This is an optimization exercise on Yosys and OpenROAD, whose aim is small area and a short achievable clock period, not a production implementation. In this exercise RTL edits were held to simulation tests only and were not proved equivalent to the original. Power figures rest on the tool's default switching activity, not on a simulated workload.

==> run a: inputs <==
## three_stage_mult
module three_stage_mult(input [15:0] a, input [15:0] b, output [31:0] out, input clk);
clock: 8.0 ns
lec_check: 0
cap_margin: 20
core_margin: 2
core_utilization: 40
setup_slack_margin: 5
slew_margin: 20
synth_hierarchical: 1
run.sh (not shown) runs the stock make flow with config.mk's settings and CLKGATE_MAP_FILE= SYNTH_SCRIPT=/design/flow/synth_recipe.tcl, a recipe that flattens the netlist after the stock synthesis.
==> run b (differences from run a) <==
--- a/flow/config.mk
+++ b/flow/config.mk
@@ -9,5 +9,4 @@
 export CORE_MARGIN = 2
 export CORE_UTILIZATION = 40
-export SETUP_SLACK_MARGIN = 5
 export SLEW_MARGIN = 20
 export SYNTH_HIERARCHICAL = 1
==> results.txt <==
Run a produced a clean layout. Run b completed without violations. Sequential share of layout area: run b is higher than run a (0.098 points). Worst hold slack: run a is better than run b (3.3 ps). Against run a, the clock power of run b is smaller by about 0.5%. Die area is the same in run a and run b. Of run a and run b, run a has the higher maximum frequency (gap about 18%, measured against run b). In sequential power, run b and run a hardly differ. Register-to-register slack: run b is lower than run a (530 ps). Between run b and run a, the lower non-clock buffer count is in run b (gap 47). Of run a and run b, run a has the higher design area (gap about 5.5%, measured against run b).


==> job 4242 <==
three_stage_mult, a different RTL version from the one above (not shown whole).
Settings: LEC_CHECK=0, CAP_MARGIN=20, CORE_MARGIN=2, CORE_UTILIZATION=40, CTS_BUF_LIST=sky130_fd_sc_hd__clkbuf_8, CTS_CLUSTER_DIAMETER=100, CTS_CLUSTER_SIZE=30, SETUP_SLACK_MARGIN=5, SLEW_MARGIN=20, SYNTH_HIERARCHICAL=1; clock period 8.0 ns.
standard.sh (not shown) runs the stock make flow with config.mk's settings and CLKGATE_MAP_FILE= SYNTH_SCRIPT=/design/flow/synth_recipe.tcl, a recipe that flattens the netlist after the stock synthesis.
==> flow/flow/run.sh <==
#!/bin/bash
# Own layout flow: the standard synthesis and layout, except that
#  - after synthesis every combinational cell is set to its smallest drive strength
#    (flow/downsize.tcl); timing repair then sizes up the cells that need it,
#  - the port buffers are plain buffers (buffer_ports -buffer_cell) rather than the
#    delay buffers buffer_ports picks by default,
#  - clock tree synthesis adds no dummy loads,
#  - timing repair aims at a larger setup margin.
# Each step's full output goes to its own log in this folder.
set -euo pipefail
bash standard.sh synth > flow_synth.log 2>&1
DOWNSIZE_ODB=orfs/results/sky130hd/three_stage_mult/base/1_synth.odb \
  openroad -no_init -exit flow/downsize.tcl > flow_downsize.log 2>&1
bash standard.sh "BUFFER_PORTS_ARGS=-buffer_cell sky130_fd_sc_hd__buf_2" \
  "CTS_ARGS=-sink_clustering_enable -repair_clock_nets -sink_clustering_size 30 -sink_clustering_max_diameter 100 -buf_list sky130_fd_sc_hd__clkbuf_8 -dont_use_dummy_load" \
  SETUP_SLACK_MARGIN=5.4 finish > flow_layout.log 2>&1
==> flow/flow/downsize.tcl <==
# Replace every combinational cell of the synthesized netlist by the smallest cell of
# the same function (same name up to the drive-strength suffix), keeping flip-flops as
# they are. Timing repair later sizes up the cells on critical paths.
set odb_file $::env(DOWNSIZE_ODB)
read_db $odb_file
set db [ord::get_db]
set block [ord::get_db_block]
# smallest master per base name (area, then the larger drive on a tie)
array set best {}
foreach lib [$db getLibs] {
  foreach m [$lib getMasters] {
    set n [$m getName]
    if {![regexp {^(sky130_fd_sc_hd__[a-z0-9]+)_([0-9]+)$} $n -> base drv]} { continue }
    set a [expr {[$m getWidth] * [$m getHeight]}]
    if {![info exists best($base)]} { set best($base) [list $a $drv $m]; continue }
    lassign $best($base) ba bd bm
    if {$a < $ba || ($a == $ba && $drv > $bd)} { set best($base) [list $a $drv $m] }
  }
}
set n 0
foreach inst [$block getInsts] {
  set m [$inst getMaster]
  set name [$m getName]
  if {![regexp {^(sky130_fd_sc_hd__[a-z0-9]+)_([0-9]+)$} $name -> base drv]} { continue }
  if {[regexp {__(df|dl|sdf|edf|conb|clk|tap|fill|decap|diode)} $name]} { continue }
  set bm [lindex $best($base) 2]
  if {[$bm getName] ne $name && [expr {[$bm getWidth] * [$bm getHeight]}] < [expr {[$m getWidth] * [$m getHeight]}]} {
    if {[$inst swapMaster $bm]} { incr n }
  }
}
puts "downsized $n cells"
write_db $odb_file
==> inputs of job 3767, as changes to job 4242 <==
- CORE_UTILIZATION: 40 -> 55
==> results.txt <==
                                                                              job 4242        job 3767
Relative contribution of combinational cells to total power                      47.4%           47.2%
Endpoint, Worst Hold                                                             rp[3]           rp[4]
Final wirelength                                                             21,300 um       21,300 um
Synth-to-Final Area Change                                                       11.5%           9.96%
Final-layout worst hold slack                                                 0.323 ns        0.331 ns
Storage element area                                                        3240 sq um      3240 sq um
Setup Buffers After CTS                                                              1               0
Fraction of area in multi-input gates                                            55.8%           56.4%
Post-Place Setup Slack                                                         4.96 ns         4.97 ns
Quantity of gates resized following cts                                             25              27
Run status                                                              finished clean  finished clean
Post-layout min period                                                         2.50 ns         2.52 ns
Signal buf overhead                                                              3.51%           3.48%
Routing usage on met1                                                            26.2%           34.5%
Overall power                                                                  3240 uW         3230 uW
Worst r2r src                                                                   ra[12]         r2_f378
Total length of routed met2 wires                                              9860 um         9990 um
Filler cell count in the final layout                                            1,992           1,279
Routed wire per std cell                                                       17.9 um         19.4 um
Post-layout worst setup margin                                                 5.50 ns         5.48 ns
Met1 wire length                                                               9330 um         8650 um
HP Start                                                                       r2_f459         r2_f461
Area of placed instances                                                    9200 sq um      9090 sq um
Register share of the cell area                                                  33.9%           34.4%
Count of routing violations after the opening detailed-route iteration             552             621


==> v30: inputs <==
three_stage_mult again, from the RTL that the note above started with.
Design three_stage_mult, start of the top module:
module three_stage_mult(input [15:0] a, input [15:0] b, output [31:0] out, input clk);
==> flow/config.mk <==
export PLATFORM = sky130hd
export DESIGN_NAME = three_stage_mult
export DESIGN_NICKNAME = three_stage_mult
export VERILOG_FILES = /design/flow/design.v
export SDC_FILE = /design/flow/constraint.sdc
export NUM_CORES = 4
export LEC_CHECK = 0
export CAP_MARGIN = 20
export CORE_MARGIN = 2
export CORE_UTILIZATION = 40
export CTS_BUF_LIST = sky130_fd_sc_hd__clkbuf_8
export CTS_CLUSTER_DIAMETER = 100
export CTS_CLUSTER_SIZE = 30
export SETUP_SLACK_MARGIN = 5
export SLEW_MARGIN = 20
export SYNTH_HIERARCHICAL = 1
==> flow/constraint.sdc <==
create_clock -name core_clock -period 8.0 [get_ports {clk}]
set_input_delay 1.6000 -clock core_clock [delete_from_list [all_inputs] [get_ports {clk}]]
set_output_delay 1.6000 -clock core_clock [all_outputs]
set_load 0.01 [all_outputs]
==> flow/flow/run.sh <==
#!/bin/bash
# Own layout flow: the standard synthesis and layout, except that
#  - after synthesis every combinational cell is set to its smallest drive strength
#    (flow/downsize.tcl); timing repair then sizes up the cells that need it,
#  - the port buffers are plain buffers (buffer_ports -buffer_cell) rather than the
#    delay buffers buffer_ports picks by default,
#  - clock tree synthesis adds no dummy loads,
#  - timing repair aims at a larger setup margin.
# Each step's full output goes to its own log in this folder.
set -euo pipefail
bash standard.sh synth > flow_synth.log 2>&1
DOWNSIZE_ODB=orfs/results/sky130hd/three_stage_mult/base/1_synth.odb \
  openroad -no_init -exit flow/downsize.tcl > flow_downsize.log 2>&1
bash standard.sh "BUFFER_PORTS_ARGS=-buffer_cell sky130_fd_sc_hd__buf_2" \
  "CTS_ARGS=-sink_clustering_enable -repair_clock_nets -sink_clustering_size 30 -sink_clustering_max_diameter 100 -buf_list sky130_fd_sc_hd__clkbuf_8 -dont_use_dummy_load" \
  SETUP_SLACK_MARGIN=5.5 finish > flow_layout.log 2>&1
Scripts as last shown in full above: flow/flow/downsize.tcl
==> v12 (differences from v30) <==
--- a/flow/flow/run.sh
+++ b/flow/flow/run.sh
@@ -13,4 +13,4 @@
   openroad -no_init -exit flow/downsize.tcl > flow_downsize.log 2>&1
-bash standard.sh "BUFFER_PORTS_ARGS=-buffer_cell sky130_fd_sc_hd__buf_2" \
+bash standard.sh "BUFFER_PORTS_ARGS=-buffer_cell sky130_fd_sc_hd__buf_1" \
   "CTS_ARGS=-sink_clustering_enable -repair_clock_nets -sink_clustering_size 30 -sink_clustering_max_diameter 100 -buf_list sky130_fd_sc_hd__clkbuf_8 -dont_use_dummy_load" \
-  SETUP_SLACK_MARGIN=5.5 finish > flow_layout.log 2>&1
+  SETUP_SLACK_MARGIN=5.45 finish > flow_layout.log 2>&1
==> v32 (differences from v30) <==
--- a/flow/flow/run.sh
+++ b/flow/flow/run.sh
@@ -13,3 +13,3 @@
   openroad -no_init -exit flow/downsize.tcl > flow_downsize.log 2>&1
-bash standard.sh "BUFFER_PORTS_ARGS=-buffer_cell sky130_fd_sc_hd__buf_2" \
+bash standard.sh "BUFFER_PORTS_ARGS=-buffer_cell sky130_fd_sc_hd__buf_1" \
   "CTS_ARGS=-sink_clustering_enable -repair_clock_nets -sink_clustering_size 30 -sink_clustering_max_diameter 100 -buf_list sky130_fd_sc_hd__clkbuf_8 -dont_use_dummy_load" \
==> v35 (differences from v30) <==
--- a/flow/flow/run.sh
+++ b/flow/flow/run.sh
@@ -13,4 +13,4 @@
   openroad -no_init -exit flow/downsize.tcl > flow_downsize.log 2>&1
-bash standard.sh "BUFFER_PORTS_ARGS=-buffer_cell sky130_fd_sc_hd__buf_2" \
+bash standard.sh "BUFFER_PORTS_ARGS=-buffer_cell sky130_fd_sc_hd__buf_1" \
   "CTS_ARGS=-sink_clustering_enable -repair_clock_nets -sink_clustering_size 30 -sink_clustering_max_diameter 100 -buf_list sky130_fd_sc_hd__clkbuf_8 -dont_use_dummy_load" \
-  SETUP_SLACK_MARGIN=5.5 finish > flow_layout.log 2>&1
+  SETUP_SLACK_MARGIN=5.3 finish > flow_layout.log 2>&1
==> qor summary <==
metric                                                             v30         v12         v32         v35
Critical Path Sink                                             out[27]     out[21]     out[29]     r2_f421
Clock transition at path regs                                  0.09 ns     0.08 ns     0.10 ns     0.09 ns
Core occupancy in the finished layout                           46.64%      45.74%      46.25%      44.88%
Comb pwr                                                       1.70 mW     1.62 mW     1.65 mW     1.45 mW
Tcrit/Tclk final                                                31.13%      31.15%      31.25%      32.37%
Reg-to-Reg End                                                 r2_f445     r2_f421     r2_f383     r2_f421
Worst setup slack before clock tree synthesis                 4.955 ns    4.970 ns    4.941 ns    4.943 ns
CP Launch Point                                                 rp[27]      rp[21]      rp[29]       ra[3]
Share of layout cells above drive strength 1                    17.92%      11.68%      14.90%      6.154%
Detailed route wirelength on metal3                            1455 µm     1393 µm     1507 µm     1509 µm
Combined buffer and inverter count along the critical path           1           1           1           0
Register Area                                                 3307 µm²    3274 µm²    3304 µm²    3241 µm²
Least setup slack across all paths after layout               5.509 ns    5.508 ns    5.500 ns    5.410 ns
Headroom to the max-slew limit                                  52.88%      53.89%      54.62%      49.40%
Number of filler instances in the final layout                    1999        2050        2014        2038
Total number of nets in the final design                          1075        1076        1073        1070
Critical R2R Launch                                             rc2[5]       rt[6]       rt[8]       ra[3]
VDD IR max                                                   0.1680 mV   0.2019 mV   0.1903 mV   0.1715 mV
GR met2 Demand/Resource                                         31.00%      32.11%      31.89%      32.25%
Shortest clock period the worst path allows after layout      2.491 ns    2.492 ns    2.500 ns    2.590 ns
Reported sequential group power                                1.29 mW     1.28 mW     1.28 mW     1.28 mW
Buffering overhead                                              4.301%      3.448%      3.797%      2.626%
HP Start                                                        r2_pp1     r2_f461      r2_pp3     r2_h457
Detailed router's first-iteration violation count                  496         481         556         513
Status                                no timing/DRC/antenna violations  no timing/DRC/antenna violations  no timing/DRC/antenna violations  no timing/DRC/antenna violations
Non-Filler Instances                                              1190        1191        1188        1185
Relative area change from synthesis to final layout             14.39%      12.19%      13.43%      10.07%


==> job 7839: inputs <==
Another version of the RTL of three_stage_mult (not shown whole).
==> flow/config.mk <==
export PLATFORM = sky130hd
export DESIGN_NAME = three_stage_mult
export DESIGN_NICKNAME = three_stage_mult
export VERILOG_FILES = /design/flow/design.v
export SDC_FILE = /design/flow/constraint.sdc
export NUM_CORES = 4
export LEC_CHECK = 0
export CAP_MARGIN = 20
export CELL_PAD_IN_SITES_DETAIL_PLACEMENT = 1
export CELL_PAD_IN_SITES_GLOBAL_PLACEMENT = 1
export CORE_MARGIN = 2
export CORE_UTILIZATION = 40
export CTS_BUF_LIST = sky130_fd_sc_hd__clkbuf_8
export CTS_CLUSTER_DIAMETER = 100
export CTS_CLUSTER_SIZE = 30
export SETUP_SLACK_MARGIN = 5
export SLEW_MARGIN = 20
export SYNTH_HIERARCHICAL = 1
==> flow/constraint.sdc <==
create_clock -name core_clock -period 8.0 [get_ports {clk}]
set_input_delay 1.6000 -clock core_clock [delete_from_list [all_inputs] [get_ports {clk}]]
set_output_delay 1.6000 -clock core_clock [all_outputs]
set_load 0.01 [all_outputs]
==> flow/flow/run.sh <==
#!/bin/bash
# Own layout flow: the standard synthesis and layout, except that the port
# buffers are plain buffers (buffer_ports -buffer_cell) rather than the delay
# buffers buffer_ports picks by default, and timing repair aims at a larger setup
# margin. Each step's full output goes to its own log.
set -euo pipefail
bash standard.sh synth > flow_synth.log 2>&1
bash standard.sh "BUFFER_PORTS_ARGS=-buffer_cell sky130_fd_sc_hd__buf_2" \
  SETUP_SLACK_MARGIN=5.4 finish > flow_layout.log 2>&1
==> job 3023: changes against job 7839 <==
Settings changed: CELL_PAD_IN_SITES_DETAIL_PLACEMENT 1 to not set, CELL_PAD_IN_SITES_GLOBAL_PLACEMENT 1 to not set.
==> load_flow_metrics.sql <==
INSERT INTO impl_metrics (metric_group, metric, value, unit) VALUES
('run_status', 'outcome', 'no timing/DRC/antenna violations', ''),
('power_and_ir_drop', 'leakage', '0.003991', 'µW'),
('worst_setup_path', 'worstSetupPathDepth', '6', ''),
('global_routing', 'combined_global_route_utilization_of_all_metal_layers', '22.12', '%'),
('placement', 'gpl.final_weighted_congestion', '0.8699', ''),
('finish', 'layout.buffer.nonclock.area_share', '4.203', '%'),
('route', 'route.detailed.wl_per_inst', '22.50', 'µm'),
('worst_setup_path', 'ordered_cell_list_for_the_critical_path', 'buf_12 -> a222oi_1 -> fa_1 -> fa_1 -> ha_4 -> a21oi_2', ''),
('global_routing', 'grt_pass1_vias', '7902', ''),
('finish', 'clock_tree_area_fraction', '3.713', '%');
# the run above: job 7839

==> load_flow_metrics.sql <==
INSERT INTO impl_metrics (metric_group, metric, value, unit) VALUES
('run_status', 'outcome', 'no timing/DRC/antenna violations', ''),
('placement', 'gpl.final_weighted_congestion', '0.9103', ''),
('global_routing', 'combined_global_route_utilization_of_all_metal_layers', '19.19', '%'),
('finish', 'clock_tree_area_fraction', '3.630', '%'),
('worst_setup_path', 'ordered_cell_list_for_the_critical_path', 'a222oi_1 -> fa_1 -> fa_1 -> ha_1 -> a21oi_2', ''),
('power_and_ir_drop', 'leakage', '0.003913', 'µW'),
('worst_setup_path', 'worstSetupPathDepth', '5', ''),
('route', 'route.detailed.wl_per_inst', '19.74', 'µm'),
('finish', 'layout.buffer.nonclock.area_share', '3.317', '%');
# the run above: job 3023

==> afterwards: timing with drivers on the ports <==
No port has a modelled driver above. Below, the same layouts with a new extraction and two added sets of constraints. Step 1 sets driving cells, clkbuf_16 on the clock port and buf_2 on the other inputs (assumed; they add their load-dependent delay and slew). Step 2 times the ports against the registers' clock, not the clock port: input delays grow and output delays shrink by t, the midpoint of the rising clock arrivals with the driver on. Three values: no drivers, after step 1, after step 2; two values: the first two.
| run | t, ns | setup WS [ns] | worst setup path after step 2 | worst data-port slew with drivers (ns) | pins driven straight from the clock port |
|---|---|---|---|---|---|
| run a | 0.463 | 5.047 / 5.047 / 5.047 | register to register | 0.03 | 1 |
| run b | 0.466 | 4.514 / 4.514 / 4.514 | register to register | 0.03 | 1 |
| job 4242 | 0.485 | 5.504 / 5.463 / 5.128 | input to register | 0.03 | 1 |
| job 3767 | 0.468 | 5.475 / 5.455 / 5.117 | input to register | 0.03 | 1 |
| v30 | 0.477 | 5.509 / 5.467 / 5.089 | input to register | 0.04 | 1 |
| v12 | 0.473 | 5.508 / 5.466 / 5.083 | input to register | 0.03 | 1 |
| v32 | 0.478 | 5.500 / 5.459 / 5.111 | input to register | 0.03 | 1 |
| v35 | 0.484 | 5.410 / 5.410 / 5.009 | input to register | 0.03 | 1 |
| job 7839 | 0.501 | 5.377 / 5.377 / 4.994 | input to register | 0.04 | 1 |
| job 3023 | 0.494 | 5.454 / 5.454 / 5.035 | input to register | 0.03 | 1 |
After both steps every run listed still meets setup and hold. The setup slack of v12, which loses most, moves by -0.042 ns with the drivers and by -0.425 ns with both steps.
